This design comes from an exercise in tuning for small area and a short achievable clock period on the open sky130 flow, not from production work. Function was checked by simulation only, so behaviour that the tests miss may differ from the original. No activity file was given, so power comes from the tool's default toggle rates.

File: design/flow/design.v
module func_unit(
  input [3:0]  FS,
  input [4:0]  SH,
  input [31:0] A,
  input [31:0] B,
  output reg V,
  output reg C,
  output reg N,
  output reg Z,
  output reg [31:0] F
);
  parameter T_A    = 4'b0000,
            A_A1   = 4'b0001,
            A_AB   = 4'b0010,
            A_AB1  = 4'b0011,
            A_ANB  = 4'b0100,
            A_ANB1 = 4'b0101,
            S_A1   = 4'b0110,
            T_A2   = 4'b0111,
            LAND   = 4'b1000,
            LOR    = 4'b1001,
            LXOR   = 4'b1010,
            T_NA   = 4'b1011,
            T_B    = 4'b1100,
            LSR    = 4'b1101,
            LSL    = 4'b1110,
            ONE    = 32'h0000_0001,
            NONE   = 32'hFFFF_FFFF;
  reg [31:0] NA;
  reg [31:0] NB;
  function overflow;
    input M_A, M_B, M_F;
    begin
      overflow = (M_A != M_B) | (M_A == M_F) ? 1'b0 : 1'b1; 
    end
  endfunction
  always @(*) begin
    V = 0;
    C = 0;
    F = 0;
    NA = ~A;  
    NB = ~B;
    case(FS)
      T_A    : begin
                 F = A;
               end
      A_A1   : begin
                 {C, F} = A + ONE; 
                 V = overflow(A[31], 1'b0, F[31]);
               end
      A_AB   : begin 
                 {C, F} = A + B;
                 V = overflow(A[31], B[31], F[31]);
               end
      A_AB1  : begin
                 {C, F} = A + B + ONE;
                 V = overflow(A[31], (B + ONE) >> 31, F[31]);
               end
      A_ANB  : begin
                 {C, F} = A + NB;
                 V = overflow(A[31], NB[31], F[31]);
               end
      A_ANB1 : begin
                 {C, F} = A + NB + 1;
                 V = overflow(A[31], (NB + ONE) >> 31, F[31]);
               end
      S_A1   : begin
                 {C, F} = A + NONE;
                 V = overflow(A[31], 1'b1, F[31]);
               end
      T_A2   : begin 
                 F = A;
               end
      LAND   : begin
                 F = A & B;
               end
      LOR    : begin
                 F = A | B;
               end
      LXOR   : begin
                 F = A ^ B;
               end
      T_NA   : begin
                 F = NA;
               end
      T_B    : begin
                 F = B;
               end
      LSR    : begin
                 F = B >> SH;
               end
      LSL    : begin
                 F = B << SH;
               end
    endcase
    Z = F ? 0 : 1;
    N = F[31];
  end
endmodule
module instruction_decoder (
    input  wire flush,
    input  wire [31:0] IR,
    output reg  [4:0]  DA,
    output reg  [4:0]  AA,
    output reg  [4:0]  BA,
    output reg         RW,
    output reg  [1:0]  MD,
    output reg  [1:0]  BS,
    output reg         PS,
    output reg         MW,
    output reg  [3:0]  FS,
    output reg         MB,
    output reg         MA,
    output reg         CS
    );
reg [6:0] opcode;
parameter NOP  = 7'b000_0000,
          MOVA = 7'b100_0000,
          ADD  = 7'b000_0010,
          SUB  = 7'b000_0101,
          AND  = 7'b000_1000,
          OR   = 7'b000_1001,
          XOR  = 7'b000_1010,
          NOT  = 7'b000_1011,
          ADI  = 7'b010_0010,
          SBI  = 7'b010_0101,
          ANI  = 7'b010_1000,
          ORI  = 7'b010_1001,
          XRI  = 7'b010_1010,
          AIU  = 7'b100_0010,
          SIU  = 7'b100_0101,
          MOVB = 7'b000_1100,
          LSR  = 7'b000_1101,
          LSL  = 7'b000_1110,
          LD   = 7'b001_0000,
          ST   = 7'b010_0000,
          JMR  = 7'b111_0000,
          SLT  = 7'b110_0101,
          BZ   = 7'b110_0000,
          BNZ  = 7'b100_1000,
          JMP  = 7'b110_1000,
          JML  = 7'b011_0000;
  always @(*) begin
    RW = 0;
    MD = 0;
    BS = 0;
    PS = 0;
    MW = 0;
    MB = 0;
    MA = 0;
    CS = 0;
    FS = 0;
    DA = 0;
    AA = 0;
    BA = 0;
    opcode = 0;
    if(!flush) begin
      DA = IR[24:20];
      AA = IR[19:15];
      BA = IR[14:10];
      opcode = IR[31:25];
      FS = IR[28:25];
      case(opcode)
        MOVA,
        MOVB,
        ADD ,
        SUB ,
        AND , 
        OR  ,
        XOR ,
        LSR ,
        LSL ,
        NOT  : RW = 1'b1;
        ADI ,
        SBI  : {RW, MB, CS} = 3'b1_1_1;
        ANI ,
        ORI ,
        XRI ,
        AIU ,
        SIU  : {RW, MB}             = 2'b1_1;
        LD   : {RW, MD}             = 3'b1_01;
        ST   : MW                   = 1'b1;
        JMR  : BS                   = 2'b10;
        SLT  : {RW, MD}             = 3'b1_10;
        BZ   : {BS, MB, CS}         = 4'b01_1_1;
        BNZ  : {BS, PS, FS, MB, CS} = 9'b01_1_0000_1_1;
        JMP  : {BS, MB, CS}         = 4'b11_1_1;
        JML  : {RW, BS, MB, MA, CS} = 6'b1_11_1_1_1;
      endcase
    end
  end
endmodule
module register_file (
  input clk,
  input rst_n,
  input RW,
  input  [4:0]  DA,
  input  [4:0]  AA,
  input  [4:0]  BA,
  input  [31:0] BUS_D,
  output reg [31:0] REG_A,
  output reg [31:0] REG_B
);
  reg [31:0] R00, R01, R02, R03, R04, R05, R06, R07, R08, R09, R10, R11, R12, R13, R14, R15,
             R16, R17, R18, R19, R20, R21, R22, R23, R24, R25, R26, R27, R28, R29, R30, R31;
  always @(posedge clk) begin
    if(!rst_n) begin
      R00 <= 0;
      R01 <= 0;
      R02 <= 0;
      R03 <= 0;
      R04 <= 0;
      R05 <= 0;
      R06 <= 0;
      R07 <= 0;
      R08 <= 0;
      R09 <= 0;
      R10 <= 0;
      R11 <= 0;
      R12 <= 0;
      R13 <= 0;
      R14 <= 0;
      R15 <= 0;
      R16 <= 0;
      R17 <= 0;
      R18 <= 0;
      R19 <= 0;
      R20 <= 0;
      R21 <= 0;
      R22 <= 0;
      R23 <= 0;
      R24 <= 0;
      R25 <= 0;
      R26 <= 0;
      R27 <= 0;
      R28 <= 0;
      R29 <= 0;
      R30 <= 0;
      R31 <= 0;
    end else begin
      if(RW) begin
        case(DA)
          5'd01 : R01 <= BUS_D;
          5'd02 : R02 <= BUS_D;
          5'd03 : R03 <= BUS_D;
          5'd04 : R04 <= BUS_D;
          5'd05 : R05 <= BUS_D;
          5'd06 : R06 <= BUS_D;
          5'd07 : R07 <= BUS_D;
          5'd08 : R08 <= BUS_D;
          5'd09 : R09 <= BUS_D;
          5'd10 : R10 <= BUS_D;
          5'd11 : R11 <= BUS_D;
          5'd12 : R12 <= BUS_D;
          5'd13 : R13 <= BUS_D;
          5'd14 : R14 <= BUS_D;
          5'd15 : R15 <= BUS_D;
          5'd16 : R16 <= BUS_D;
          5'd17 : R17 <= BUS_D;
          5'd18 : R18 <= BUS_D;
          5'd19 : R19 <= BUS_D;
          5'd20 : R20 <= BUS_D;
          5'd21 : R21 <= BUS_D;
          5'd22 : R22 <= BUS_D;
          5'd23 : R23 <= BUS_D;
          5'd24 : R24 <= BUS_D;
          5'd25 : R25 <= BUS_D;
          5'd26 : R26 <= BUS_D;
          5'd27 : R27 <= BUS_D;
          5'd28 : R28 <= BUS_D;
          5'd29 : R29 <= BUS_D;
          5'd30 : R30 <= BUS_D;
          5'd31 : R31 <= BUS_D;
        endcase
      end
    end
  end
  always @(*) begin
    case(AA)
      5'd01 : REG_A = R01;
      5'd02 : REG_A = R02;
      5'd03 : REG_A = R03;
      5'd04 : REG_A = R04;
      5'd05 : REG_A = R05;
      5'd06 : REG_A = R06;
      5'd07 : REG_A = R07;
      5'd08 : REG_A = R08;
      5'd09 : REG_A = R09;
      5'd10 : REG_A = R10;
      5'd11 : REG_A = R11;
      5'd12 : REG_A = R12;
      5'd13 : REG_A = R13;
      5'd14 : REG_A = R14;
      5'd15 : REG_A = R15;
      5'd16 : REG_A = R16;
      5'd17 : REG_A = R17;
      5'd18 : REG_A = R18;
      5'd19 : REG_A = R19;
      5'd20 : REG_A = R20;
      5'd21 : REG_A = R21;
      5'd22 : REG_A = R22;
      5'd23 : REG_A = R23;
      5'd24 : REG_A = R24;
      5'd25 : REG_A = R25;
      5'd26 : REG_A = R26;
      5'd27 : REG_A = R27;
      5'd28 : REG_A = R28;
      5'd29 : REG_A = R29;
      5'd30 : REG_A = R30;
      5'd31 : REG_A = R31;
      default:REG_A = 0;
    endcase
    case(BA)
      5'd01 : REG_B = R01;
      5'd02 : REG_B = R02;
      5'd03 : REG_B = R03;
      5'd04 : REG_B = R04;
      5'd05 : REG_B = R05;
      5'd06 : REG_B = R06;
      5'd07 : REG_B = R07;
      5'd08 : REG_B = R08;
      5'd09 : REG_B = R09;
      5'd10 : REG_B = R10;
      5'd11 : REG_B = R11;
      5'd12 : REG_B = R12;
      5'd13 : REG_B = R13;
      5'd14 : REG_B = R14;
      5'd15 : REG_B = R15;
      5'd16 : REG_B = R16;
      5'd17 : REG_B = R17;
      5'd18 : REG_B = R18;
      5'd19 : REG_B = R19;
      5'd20 : REG_B = R20;
      5'd21 : REG_B = R21;
      5'd22 : REG_B = R22;
      5'd23 : REG_B = R23;
      5'd24 : REG_B = R24;
      5'd25 : REG_B = R25;
      5'd26 : REG_B = R26;
      5'd27 : REG_B = R27;
      5'd28 : REG_B = R28;
      5'd29 : REG_B = R29;
      5'd30 : REG_B = R30;
      5'd31 : REG_B = R31;
      default:REG_B = 0;
    endcase
  end
endmodule
module pipeline(
  input  clk, rst_n,
  input  [31:0] IR ,   
  input  [31:0] D_IN,   
  output reg [31:0] D_OUT,  
  output reg [10:0] I_ADDR,
  output reg [10:0] D_ADDR, 
  output reg im_oen,
  output reg dm_oen,
  output reg dm_wen,
  output reg halt
);
reg  [31:0] BrA, RAA;
reg  [31:0] MUX_C, PC_NEXT;
reg  [31:0] PC, PC_1, PC_2;       
reg  [1:0]  C_SELECT;
reg  [1:0]  C_SELECT_NEXT;
reg  HA, HB;                      
wire MA, MB;                      
wire CS;                          
wire ID_RW, ID_PS, ID_MW;         
wire [1:0]  ID_MD, ID_BS;         
wire [3:0]  ID_FS;                
wire [4:0]  ID_DA, ID_AA, ID_BA;  
wire [31:0] RA, RB;               
reg  [31:0] BUS_A, BUS_B;         
reg  [31:0] FWD;                  
reg  [31:0] IM;                   
reg  [4:0]  ID_SH;                
reg  flush_ID;                    
wire V, C, N, Z;                  
wire [31:0]   F;                  
reg  [31:0] EX_BUSA, EX_BUSB;     
reg  EX_RW, EX_PS, EX_MW;         
reg  [1:0]  EX_MD, EX_BS;         
reg  [4:0]  EX_DA, EX_AA, EX_BA;  
reg  [3:0]  EX_FS;                
reg  [4:0]  EX_SH;                
reg WB_RW;                        
reg [1:0]  WB_MD;                 
reg [4:0]  WB_DA;                 
reg [31:0] WB_F, WB_SLT, WB_DIN;  
reg [31:0] BUS_D;          
reg WHA, WHB;
reg dm_onext, dm_wnext;
reg halt_next;
reg [31:0] instrc, instrc_next;
  always @(posedge clk) begin
    if(!rst_n) begin
      PC     <= 0;
      PC_1   <= 0;
      PC_2   <= 0;
      I_ADDR <= 0;
      im_oen <= 1'b1;
      halt   <= 1'b0;
      WB_RW  <= 0;
      WB_MD  <= 0;
      WB_DA  <= 0;
      WB_F   <= 0;
      WB_SLT <= 0;
      WB_DIN <= 0;
      EX_FS    <= 0;
      EX_RW    <= 0;
      EX_DA    <= 0;
      EX_MD    <= 0;
      EX_BS    <= 0;
      EX_PS    <= 0;
      flush_ID <= 0;
  end else begin
      im_oen <= 1'b0;
      PC_2   <= PC_1;
      PC_1   <= PC;
      PC     <= PC_NEXT;
      I_ADDR <= PC_NEXT[10:0];  
      WB_RW   <= EX_RW;
      WB_MD   <= EX_MD;
      WB_DA   <= EX_DA;
      WB_F    <= F;
      WB_SLT  <= {31'b0, N ^ V};
      WB_DIN  <= D_IN;
      EX_RW    <= ID_RW;
      EX_DA    <= ID_DA;
      EX_MD    <= ID_MD;
      EX_BS    <= ID_BS;
      EX_PS    <= ID_PS;
      EX_MW    <= ID_MW;
      EX_FS    <= ID_FS;
      EX_BUSA  <= BUS_A;
      EX_BUSB  <= BUS_B;
      EX_SH    <= ID_SH;
      flush_ID <= C_SELECT;        
      D_OUT    <= BUS_B;
      halt     <= halt_next;
    end
  end
  always @(posedge clk) begin
    if(!rst_n) begin
      instrc <= 0;
    end else begin
      instrc <= instrc_next;
    end
  end
  always @(*) begin
    instrc_next = ((C_SELECT != 2'b00) | flush_ID | !rst_n) ? 32'b0 : IR;
    halt_next = 0;
    if(&instrc_next | halt) begin 
      halt_next = 1'b1;
    end
  end
register_file       REGF (.clk(clk), .rst_n(rst_n), .RW(WB_RW),
                          .DA(WB_DA), .AA(ID_AA)   , .BA(ID_BA), .BUS_D(BUS_D),
                          .REG_A(RA), .REG_B(RB));
instruction_decoder INSDE(.flush(|C_SELECT),
                          .IR(instrc), .DA(ID_DA), .AA(ID_AA), .BA(ID_BA),
                          .RW(ID_RW) , .MD(ID_MD), .BS(ID_BS), .PS(ID_PS), 
                          .MW(ID_MW) , .FS(ID_FS), .MB(MB)   , .MA(MA)   , .CS(CS));
  always @(*) begin
    IM      = {17'h0_0000 ,instrc[14:0]};
    ID_SH   = instrc[4:0];
    if(CS & instrc[14]) begin
      IM = {17'h1_ffff, instrc[14:0]};
    end
  end
  always @(*) begin
    case({WHA, HA, MA})
      3'b000 : BUS_A = RA;
      3'b001 : BUS_A = PC_1;  
      3'b010,
      3'b110 : BUS_A = FWD;
      3'b100 : BUS_A = BUS_D;
      default: BUS_A = 0;
    endcase
  end
  always @(*) begin
    case({WHB, HB, MB})
      3'b000 : BUS_B = RB;
      3'b001 : BUS_B = IM;  
      3'b010 : BUS_B = FWD;
      3'b100 : BUS_B = BUS_D;
      default: BUS_B = 0;
    endcase
  end
  always @(posedge clk) begin
    if(!rst_n) begin
      dm_oen <= 1'b1;
      dm_wen <= 1'b1;
    end else begin
      dm_oen <= dm_onext;
      dm_wen <= dm_wnext;
    end
  end
  always @(*) begin
    dm_onext = 1'b1;
    dm_wnext = 1'b1;
    if(ID_MW)
      dm_wnext = 1'b0;
    if(ID_MD[0])
      dm_onext = 1'b0;
    if(dm_wen) begin
      D_ADDR = BUS_A;
    end else begin
      D_ADDR = EX_BUSA;
    end
  end
func_unit FUNCUNIT(.FS(EX_FS), .SH(EX_SH), .A(EX_BUSA), .B(EX_BUSB), 
                    .V(V), .C(C), .N(N), .Z(Z), .F(F));
  always @(*) begin
    HA = (EX_RW) & (|EX_DA) & ~(MA) & (EX_DA == ID_AA);
    HB = (EX_RW) & (|EX_DA) & ~(MB) & (EX_DA == ID_BA);
    WHA= (WB_RW) & (|WB_DA) & ~(MA) & (WB_DA == ID_AA);
    WHB= (WB_RW) & (|WB_DA) & ~(MB) & (WB_DA == ID_BA);
  end
  always @(*) begin
    FWD = 0;
    case(EX_MD)
      2'b00 : FWD = F;
      2'b01 : FWD = D_IN;
      2'b10 : FWD = {31'b0, N ^ V};
    endcase
  end
  always @(*) begin
    BrA = PC_2 + EX_BUSB;
    RAA = EX_BUSA;
  end
  always @(*) begin
    case(WB_MD)
      2'b00 : BUS_D = WB_F;
      2'b01 : BUS_D = WB_DIN;
      2'b10 : BUS_D = WB_SLT;
      default:BUS_D = 0;
    endcase
  end
  always @(*) begin
      PC_NEXT = PC + 1;
    case(C_SELECT)
      2'b01 : PC_NEXT = BrA;
      2'b10 : PC_NEXT = RAA;
      2'b11 : PC_NEXT = BrA;
    endcase
  end
  always @(*) begin
    if(!flush_ID)
      C_SELECT = {EX_BS[1], (((EX_PS ^ Z) | EX_BS[1]) & EX_BS[0])};
    else
      C_SELECT = 0;
  end
endmodule
File: design/flow/config.mk
export PLATFORM = sky130hd
export DESIGN_NAME = pipeline
export DESIGN_NICKNAME = pipeline
export VERILOG_FILES = /design/flow/design.v
export SDC_FILE = /design/flow/constraint.sdc
export NUM_CORES = 4
export LEC_CHECK = 0
export CAP_MARGIN = 20
export CELL_PAD_IN_SITES_DETAIL_PLACEMENT = 2
export CELL_PAD_IN_SITES_GLOBAL_PLACEMENT = 2
export CORE_MARGIN = 2
export CORE_UTILIZATION = 30
export PLACE_DENSITY = 0.35
export SLEW_MARGIN = 20
File: design/flow/run.sh
#!/bin/bash
# synth_recipe.tcl (not shown) runs the flow's synth.tcl, then flattens the netlist and writes it again
# the make line also repeats each setting of config.mk as NAME=value (left out here)
make -C /OpenROAD-flow-scripts/flow DESIGN_CONFIG=/design/flow/config.mk WORK_HOME=/design/flow/orfs CLKGATE_MAP_FILE= SYNTH_SCRIPT=/design/flow/synth_recipe.tcl finish
File: design/flow/constraint.sdc
create_clock -name core_clock -period 12.0 [get_ports {clk}]
set_input_delay 2.4000 -clock core_clock [delete_from_list [all_inputs] [get_ports {clk}]]
set_output_delay 2.4000 -clock core_clock [all_outputs]
set_load 0.01 [all_outputs]
==> summary.txt <==
stage by stage:
stage          setup TNS [ps]  instance area (um2)  hold slack (ps)
2_1_floorplan               0                74800              408
3_3_place_gp             -514                82800              444
3_5_place_dp             -790                82900              446
4_1_cts                     0                88600              461
5_1_grt                  -121                88900              492
6_report                    0                89000              463
cell families after synthesis:
logic type	Yosys count	share of synthesized area
flip-flops	1282	0.352
XOR/XNOR	180	0.0212
buffers and inverters	1060	0.0566
multiplexers	252	0.0431
AO/OA/AOI/OAI	2994	0.269
AND/OR/NAND/NOR	3933	0.235
adder cells (fa/ha/maj)	136	0.0230
Yosys cell counts (132+ instances only):
cell | n | area share
o21ai_0 | 202 | 0.014
nand2_1 | 2240 | 0.11
a22oi_1 | 442 | 0.044
nand3_1 | 195 | 0.013
and2_1 | 175 | 0.015
dfxtp_1 | 1213 | 0.32
mux2i_1 | 132 | 0.018
a21oi_1 | 1208 | 0.081
clkbuf_1 | 761 | 0.038
nand4_1 | 159 | 0.013
a22o_1 | 232 | 0.027
ha_1 | 133 | 0.022
nor2_1 | 524 | 0.026
nor3_1 | 191 | 0.013
a221oi_1 | 216 | 0.025
inv_1 | 134 | 0.0067
metal layers:
metal,vias up,GRT usage,wire length (um)
met5,-,0,148
met4,24,0.395,62100
met3,2358,0.124,61100
met2,6207,0.709,262000
met1,46600,0.547,226000
li1,35700,-,-
cell type report:
class                      instances  area, um2  share of cell area
antenna                           32       80.1            0.000900
clock buffer                     236       4740              0.0533
inverter                         144        549             0.00617
tap                             3330       4170              0.0468
multi-input combinational       7495      45600               0.512
timing repair buffer             790       6840              0.0768
clock inverter                    48        657             0.00738
sequential                      1282      26400               0.296
timing repair:
action,4_1_cts,5_1_grt
endpoints found under the setup margin,11,11
resized for setup,51,29
buffers inserted,10,16
pin swaps,4,6
final timing paths:
| path | from | endpoint | slack (ps) | depth (start not counted) |
|---|---|---|---|---|
| hold reg to reg | PC_1[16] | PC_2[16] | 460 | 1 |
| hold / removal | PC_1[16] | PC_2[16] | 460 | 1 |
| setup reg to reg | EX_BUSB[2] | EX_BUSB[15] | 2420 | 28 |
| setup / recovery | EX_BUSB[2] | D_ADDR[5] | 100 | 30 |
power by group through the flow:
stage / clock, W / sequential (W) / combinational (W)
3_5_place_dp: 0 / 0.00449 / 0.00156
4_1_cts: 0.00513 / 0.00440 / 0.00158
2_1_floorplan: 0 / 0.00445 / 0.000783
3_3_place_gp: 0 / 0.00449 / 0.00155
5_1_grt: 0.00532 / 0.00440 / 0.00168
6_report: 0.00512 / 0.00440 / 0.00166
==> summary.txt <==
outcome complete, no violations; Worst slew margin 0.118; Worst-path clk slew 60 ps; Psw 0.00347 W; Worst Skew 46.9 ps; clk buf depth 3; DRT iter0 DRCs 12.8k; layout cell share with drive strength beyond 1 0.135; Post-synth EDFFs 69; WL/cell 45.8 um; first-pass GRT wire length 811 mm; ratio of final minimum period to clock period 0.991; CP startpoint kind register; row count 183; gpl congestion 1.05; Hold WC Path Type reg -> reg; Fill cells 28.2k; CTS Buf Count 158; IO Count 124; register area share after synthesis 0.352; Post-Synthesis Cells 9837; required time worst endpoint 9600 ps; vias in the first global route 89.4k; worst skew pair latency 870 ps; aggregate global-route resource usage 0.467; synth unique cells 107; CP top delay family simple AND/OR/NAND/NOR gates; total power 0.0112 W; DP Worst Slack -431 ps; setup ws final 104 ps; cell-internal power 0.00770 W; hpwl dp 419 mm; nets 10.1k; vias per cell 6.80; Port Buffers 123; CTS H-tree lvls 4; RSZ-0062 raised after global routing yes; Synth Warn # 4; largest net degree at the start of global routing 188; Final setup viols 0; Gate power share 0.149; hold buffer count at cts 0; Clock Sinks 1282; switch share 0.311; Synth Register Bits 1282; CP max stage delay 660 ps; sequential share of power 0.393; Final Max Slew Viols 0; net count after synthesis 10.0k; Total Wirelength 612 mm; die area 253000 um2; Core ar. 248000 um2; initial antenna violation count 66; slowest CP cell nor4_4; kind of critical path reg -> out; clock power share 0.458; most common cell after layout, fill and taps aside nand2_1; Die Width 503 um; CTS root buf clkbuf_16; Fmax 0.0841 GHz; worst-path maximum fanout 15; Antenna Violating Nets Remaining 0; Slew @ Worst Pin 1320 ps; Mapped Area 74800 um2; asr flop ratio synth 0; crit-path most repeated cell buf_4; Core Util, Final 0.358; total gr overflow 0; maxcap violations 0; maximum vdd drop 0.134 mV; leakage power 30.1 nW; DRC 0; total vias in the final route 90.9k; Non-Filler Instances 13.4k; placed instance count 13.0k; CP Capture Type output pin; starting density of the core 0.301; DR pass1 iterations 10; Tmin final 11900 ps; power per standard cell area 126 nW/um2; critical path arrival 9500 ps; most frequent cells in the layout nand2_1, dfxtp_1, a21oi_1, buf_4, nor2_1; Area growth syn-to-layout 18.9%; ys flop type dfxtp_1; Avg Synthesized Cell Area 7.61 um2; die height 503 um; final hold viol count 0; CTS tree built; Crit path buffers/inverters 10

re-timing with driven ports:
The results above use ideal ports. As a check the final layout listed here was re-extracted and re-timed, cells and wires unchanged. Step 1 (the two cells are an assumption about what drives the block):
set clk [get_ports {clk}]
set_driving_cell -lib_cell sky130_fd_sc_hd__clkbuf_16 $clk
set_driving_cell -lib_cell sky130_fd_sc_hd__buf_2 [delete_from_list [all_inputs] $clk]
Step 2, shift: input delay + t, output delay - t, t = (earliest + latest rising clock arrival at the registers) / 2. This alone moves slack from input paths to output paths. a / b / c = no drivers / after step 1 / after step 2; a / b = the first two.
t, ns: 0.949
setup WS [ns]: 0.104 / 0.004 / 0.953
hold WS [ns]: 0.463 / 0.463 / 0.463
slew at the worst register clock pin (ns): 0.07 / 0.07
pins driven straight from the clock port: 1
After both steps this run still meets setup and hold. For this run, drivers alone change the setup slack by -0.100 ns; drivers and shift together by +0.849 ns.
